What follows belongs to an exercise in optimizing a design on an open flow for small area and a short achievable clock period; a production flow would make more cautious choices. Only simulation tests tie the RTL to the original design; equivalence was not proved. Power and IR drop assume default switching activity.

==> flow/design.v (excerpt) <==
module Processor(clk, rst, interrupt, in_port, imem_addr, imem_data, dmem_re, dmem_we, dmem_addr, dmem_wdata, dmem_rdata, out_valid, out_port);
    input clk, rst, interrupt;
    input [15:0] in_port;
    output [31:0] imem_addr;
    input  [15:0] imem_data;
    output dmem_re, dmem_we;
    output [10:0] dmem_addr;
    output [15:0] dmem_wdata;
    input  [15:0] dmem_rdata;
    output out_valid;
    output [15:0] out_port;
    reg [31:0] pc;
    reg [15:0] ret_hi;        
    reg [15:0] sp;
    reg        fC, fN, fZ;    
    reg        zpend;         
    reg [1:0]  int_st;
    reg [2:0]  ret_st, reti_st;
    reg        in_seq;        
    reg [15:0] rf [0:7];
    reg        fd_int;
    reg [15:0] fd_instr;
    reg [31:0] fd_pc;         
    reg        de_mr, de_mw;
    reg [1:0]  de_as;
    reg [2:0]  de_ds;
    reg [1:0]  de_bt;
    reg        de_call;
    reg        de_sum, de_pass, de_not, de_or, de_and, de_shl, de_shr;
    reg        de_yuse, de_yinv, de_yones, de_cin;
    reg        de_fsetc, de_fkeep;
    reg        de_fe;
    reg        de_spw, de_fw, de_wbsel, de_rw;
    reg [1:0]  de_plh;
    reg        de_out;
    reg        de_fa, de_fb;  
    reg [15:0] de_x, de_y;    
    reg [3:0]  de_sh;
    reg [2:0]  de_dst;
    reg        em_re, em_we;
    reg [10:0] em_addr;
    reg [15:0] em_wd;
    reg [15:0] em_alu;
    reg        em_spw, em_fw, em_wbsel, em_rw;
    reg [1:0]  em_plh;
    reg [2:0]  em_dst;
    reg        em_out;
    reg [15:0] mw_wd;
    reg        mw_fw, mw_out;
    wire [15:0] wdn = em_wbsel ? dmem_rdata : em_alu;
    wire [15:0] sp_n = em_spw ? em_alu : sp;
    wire zf_last = (em_alu == 16'b0);
    wire Z = zpend ? zf_last : fZ;
    wire BRANCH = (de_bt == 2'd1 && Z) || (de_bt == 2'd2 && fN) || (de_bt == 2'd3 && fC);
    wire [5:0] opcode = fd_instr[15:10];
    wire [2:0] f_src  = fd_instr[9:7];
    wire [2:0] f_dst  = fd_instr[6:4];
    wire [3:0] f_sh   = fd_instr[3:0];
    wire intr  = |int_st || fd_int;
    wire retm  = !intr && (|ret_st || opcode == 6'b100110);
  ...
==> flow/config.mk <==
export PLATFORM = sky130hd
export DESIGN_NAME = Processor
export DESIGN_NICKNAME = Processor
export VERILOG_FILES = /design/flow/design.v
export SDC_FILE = /design/flow/constraint.sdc
export NUM_CORES = 4
export LEC_CHECK = 0
export CAP_MARGIN = 20
export CORE_MARGIN = 2
export CORE_UTILIZATION = 40
export CTS_CLUSTER_DIAMETER = 100
export CTS_CLUSTER_SIZE = 20
export PLACE_DENSITY = 0.6
export SLEW_MARGIN = 20
==> flow/constraint.sdc <==
create_clock -name core_clock -period 12.0 [get_ports {clk}]
set_input_delay 2.4000 -clock core_clock [delete_from_list [all_inputs] [get_ports {clk}]]
set_output_delay 2.4000 -clock core_clock [all_outputs]
set_load 0.01 [all_outputs]
standard.sh (not shown) runs the stock make flow with config.mk's settings and CLKGATE_MAP_FILE= SYNTH_SCRIPT=/design/flow/synth_recipe.tcl, a recipe that flattens the netlist after the stock synthesis.
==> flow/flow/run.sh <==
#!/bin/bash
# Own layout flow: the standard layout (standard.sh) with
#  - port buffers of buf_2 cells instead of the default delay-buffer cells,
#  - repair_timing aiming for a setup slack of SETUP_MARGIN ns at the design's clock period.
# Each tool's full output goes to a log file in the work folder.
set -euo pipefail
WORK=$(cd "$(dirname "$0")/.." && pwd)
cd "$WORK"
SETUP_MARGIN=$(cat flow/setup_margin.txt)
ORIG=$(grep -o "SYNTH_SCRIPT=[^ ]*" standard.sh | head -1 | cut -d= -f2- | tr -d "'")
test -f "$ORIG"
cat > "$WORK/synth_abc.tcl" <<EOT
proc abc {args} {
  set i [lsearch -exact \$args -script]
  if { \$i >= 0 } {
    lset args [expr {\$i + 1}] $WORK/flow/abc_area_delay.script
  }
  yosys abc {*}\$args
}
source $ORIG
EOT
sed -e "s#SYNTH_SCRIPT=[^ ]*#SYNTH_SCRIPT=$WORK/synth_abc.tcl #" standard.sh > flow_standard.sh
grep -q "SYNTH_SCRIPT=$WORK/synth_abc.tcl" flow_standard.sh
bash flow_standard.sh \
  "BUFFER_PORTS_ARGS=-buffer_cell sky130_fd_sc_hd__buf_2" \
  "SETUP_SLACK_MARGIN=$SETUP_MARGIN" \
  finish > "$WORK/flow_make.log" 2>&1
test -f out/final.def
==> flow/flow/abc_area_delay.script <==
&get -n
&st
&dch -f
&nf
&put
buffer -c
topo
stime -c
upsize -c
dnsize -c
==> flow/flow/setup_margin.txt <==
8.4
Change:
==> flow/flow/abc_area_delay.script (replaced) <==
&get -n
&st
&dch
&nf
&put
buffer -c
topo
stime -c
upsize -c
dnsize -c
CTS_CLUSTER_DIAMETER = 110   (was 100)
CTS_CLUSTER_SIZE = 25   (was 20)
After rerunning:
- The changed run finished with timing, DRC and antenna clean
- clock power decreases by a few percent
- worst setup slack loses 0.017 ns
- routed wire length increases by a little under a tenth
- register-to-register slack barely changes
- non-clock buffer count rose by 26
- utilization grows by 0.34 points
- power rose by a few percent
- fmax falls slightly
- synthesized area rises slightly
- final area grows slightly
- worst hold slack improved by 0.0038 ns
Change:
==> flow/flow/abc_area_delay.script (replaced) <==
&get -n
&st
&dch -f
&nf
&put
buffer -c
topo
stime -c
upsize -c
dnsize -c
CAP_MARGIN = 10   (was 20)
CTS_CLUSTER_DIAMETER = 100   (was 110)
CTS_CLUSTER_SIZE = 20   (was 25)
SLEW_MARGIN = 10   (was 20)
- The changed run ran to the end with no violations
- clock skew went up by 0.022 ns
- cell area went down slightly
- area after synthesis went down slightly
- power went down by a few percent
- clock power went up by a little under a tenth
Change:
==> flow/flow/abc_area_delay.script (replaced) <==
&get -n
&st
&dch
&nf
&put
buffer -c
topo
stime -c
upsize -c
dnsize -c
CAP_MARGIN = 20   (was 10)
SLEW_MARGIN = 20   (was 10)
The new run finished with timing, DRC and antenna clean.
Worst setup slack improves by 0.023 ns.
Routed wire length grows by a little under a tenth.
Design area came out higher slightly.
Worst hold slack improves by 0.027 ns.
Clock power decreases by a few percent.
Via count grows by a few percent.
Power went up by a few percent.
Synthesized cell count grows slightly.
First-iteration DRC count came out higher by about a fifth.
Change:
==> flow/flow/setup_margin.txt (replaced) <==
8.3
=> Critical path depth does not change. Worst setup slack got worse by 0.10 ns. Clock skew falls by 0.0039 ns. Combinational power climbs by about 3%. Via count is lower by 1.0%. Synthesized cell count does not change.

[afterwards: timing with drivers on the ports]
How much do the figures lean on ideal ports? The routed layouts below were timed once more, with nothing changed but the port constraints.
Step 1: set_driving_cell puts a clkbuf_16 on clk and a buf_2 on each other input, an assumption about the parent block.
Step 2 times the ports against the registers' clock, not the clock port: input delays grow and output delays shrink by t, the midpoint of the rising clock arrivals with the driver on.
a / b / c = ideal / step 1 / step 2; a / b = the first two.
run | t, ns | setup WS [ns] | worst slew at a driven data input, ns
the first run | 0.631 | 8.419 / 8.362 / 7.840 | 0.04
the second run | 0.637 | 8.402 / 8.344 / 7.866 | 0.05
the third run | 0.651 | 8.395 / 8.337 / 7.831 | 0.04
the fourth run | 0.653 | 8.418 / 8.356 / 7.879 | 0.05
the fifth run | 0.648 | 8.316 / 8.255 / 7.854 | 0.05
After both steps every run listed still meets setup and hold. The setup slack of the first run, which loses most, moves by -0.057 ns with the drivers and by -0.579 ns with both steps.
